Background: an optimization exercise with open tools, aiming at small area and a short achievable clock period. Do not read the settings as production practice.
The RTL was checked by simulation tests, not by an equivalence proof against the original design.
Power and IR drop assume default switching activity.

== P ==
## ProcessadorPipeline
module ProcessadorPipeline(
	clk,
	rst,
	imem_rdata,
	dmem_rdata,
	imem_addr,
	dmem_addr,
	dmem_wdata,
	dmem_we,
	dmem_re,
	wb_we,
	wb_reg,
	wb_data
);
input wire	clk;
input wire	rst;
input wire	[31:0] imem_rdata;
input wire	[31:0] dmem_rdata;
output wire	[7:0] imem_addr;
output wire	[7:0] dmem_addr;
output wire	[31:0] dmem_wdata;
output wire	dmem_we;
output wire	dmem_re;
output wire	wb_we;
output wire	[4:0] wb_reg;
output wire	[31:0] wb_data;
localparam LW_1 = 5'd0,  LW_2 = 5'd1,  LW_3 = 5'd2,  SW_1 = 5'd3,  SW_2 = 5'd4,
           MOV  = 5'd5,  ADD  = 5'd6,  SUB  = 5'd7,  MUL  = 5'd8,  DIV  = 5'd9,
           AND  = 5'd10, OR   = 5'd11, SHL  = 5'd12, SHR  = 5'd13, CMP  = 5'd14,
           NOT  = 5'd15, JR   = 5'd16, JPC  = 5'd17, BRFL = 5'd18, CALL = 5'd19,
           RET  = 5'd20, NOP  = 5'd21;
localparam QID = 10, QEX = 12;
reg  [7:0]  pc;            
reg  [7:0]  f_pc;          
reg  [4:0]  f_op;
reg  [4:0]  f_rb, f_rd;
reg  [15:0] f_imm;
reg  [31:0] x_a;           
reg  [31:0] x_b;           
reg  [15:0] x_imm;         
reg  [33:0] x_d3;          
reg  [4:0]  x_op, x_rd;
reg  [7:0]  x_tgt;
reg         x_we, x_mr, x_mw, x_br, x_sgn, x_bz;
reg  [31:0] m_res;         
reg  [15:0] m_imm;
reg  [31:0] m_d;
reg  [33:0] m_d3;
reg  [QID+QEX-1:0] m_q;
reg  [4:0]  m_rd;
reg         m_we, m_mr, m_mw, m_div, m_sgn, m_bz;
reg  [31:0] w_data;
reg  [4:0]  w_rd;
reg         w_we;
reg  [31:0] o_wdata;
reg  [4:0]  o_wreg;
reg  [7:0]  o_daddr;
reg         m_sx0, m_sx1, m_sx2;
reg         m_sel;
reg  [31:0] rf [1:31];
reg         rst_q;
assign imem_addr = pc;
always @(posedge clk) begin
	if (rst) begin
		pc    <= 8'd0;
		f_op  <= 5'b11111;
	end else begin
		pc    <= x_br ? x_tgt : pc + 8'd1;
  ...
For scale: roughly 14000 cells after synthesis, about 1400 flip-flops.
==> flow/config.mk <==
export PLATFORM = sky130hd
export DESIGN_NAME = ProcessadorPipeline
export DESIGN_NICKNAME = ProcessadorPipeline
export VERILOG_FILES = /design/flow/design.v
export SDC_FILE = /design/flow/constraint.sdc
export NUM_CORES = 4
export LEC_CHECK = 0
export ABC_AREA = 1
export ABC_CLOCK_PERIOD_IN_PS = 19000
export CAP_MARGIN = 20
export CORE_MARGIN = 2
export CORE_UTILIZATION = 40
export CTS_CLUSTER_DIAMETER = 100
export CTS_CLUSTER_SIZE = 20
export PLACE_DENSITY = 0.55
export SLEW_MARGIN = 20
==> flow/constraint.sdc <==
create_clock -name core_clock -period 95.0 [get_ports {clk}]
set_input_delay 19.0000 -clock core_clock [delete_from_list [all_inputs] [get_ports {clk}]]
set_output_delay 19.0000 -clock core_clock [all_outputs]
set_load 0.01 [all_outputs]
standard.sh (not shown) runs the stock make flow with config.mk's settings and CLKGATE_MAP_FILE= SYNTH_SCRIPT=/design/flow/synth_recipe.tcl, a recipe that flattens the netlist after the stock synthesis.
==> flow/flow/run.sh <==
#!/bin/bash
set -euo pipefail
cd "$(dirname "${BASH_SOURCE[0]}")/.."
margin=$(python3 -c "print(round(${FLOW_PERIOD_NS} - 20.8, 3))")
bash standard.sh SETUP_SLACK_MARGIN="${margin}" finish > flow_make.log 2>&1
## Diff of input files: Q against P
- a change of PLACE_DENSITY from 0.55 to 0.62
==> flow/flow/run.sh <==
#!/bin/bash
set -euo pipefail
cd "$(dirname "${BASH_SOURCE[0]}")/.."
margin=$(python3 -c "print(round(${FLOW_PERIOD_NS} - 20.3, 3))")
bash standard.sh SETUP_SLACK_MARGIN="${margin}" finish > flow_make.log 2>&1
## What came out
Q | stages: all done | timing, DRC, antenna: all pass
P: no failed stages, no open violations at the end
As far as synthesized area divided by synthesized cell count goes, Q and P are indistinguishable; the numbers are identical.
Q against P; clock-buffer cell count is down by a few percent.
Q vs. P: leakage power summed over all cells went up by 0.28 nW.
Taking P as the reference, in Q final non-filler cell area rose about 0.4%; register-to-register setup slack went up.
Going from P to Q, the final clock skew was found to have gone down by 41 ps.
Maximum fanout encountered on the critical timing path: Q vs P up 2
Q: worst setup slack is 370 ps higher than what P reported.
The faster design of the two is Q; P tops out lower.
Q reports a higher measured slew at the worst slew-check pin than P does.
Compared with P, Q is more frugal on power.
Here is what was changed in the inputs of R compared with Q.
- a change of PLACE_DENSITY from 0.62 to 0.55
Findings:
Between Q and R, final estimated routing congestion in global placement is lower for Q, R comes in above that. R vs. Q: post-detailed-routing wire length now larger; number of buffers other than clock buffers in the final layout now larger; global-route wire length before repair now larger; power now larger.

## static timing again, ports no longer ideal
How much do the figures lean on ideal ports? The routed layouts below were timed once more, with nothing changed but the port constraints.
Step 1 (the two cells are an assumption about what drives the block):
set clk [get_ports {clk}]
set_driving_cell -lib_cell sky130_fd_sc_hd__clkbuf_16 $clk
set_driving_cell -lib_cell sky130_fd_sc_hd__buf_2 [delete_from_list [all_inputs] $clk]
Step 2 also shifts input and output timing later by t, the mid clock arrival at the registers, as if the neighbouring blocks saw the same clock.
Three values: ideal ports, drivers, drivers and shift; two values: the first two.
run | shift t [ns] | setup WS [ns] | worst data-port slew with drivers (ns) | cell pins on the clock port's net
P | 0.942 | 74.244 / 74.151 / 74.144 | 0.08 | 1
Q | 0.941 | 74.613 / 74.533 / 74.065 | 0.07 | 1
R | 0.938 | 74.614 / 74.525 / 74.175 | 0.08 | 1
After both steps setup and hold are still met in every run listed. The setup slack of Q, which loses most, moves by -0.080 ns with the drivers and by -0.548 ns with both steps.
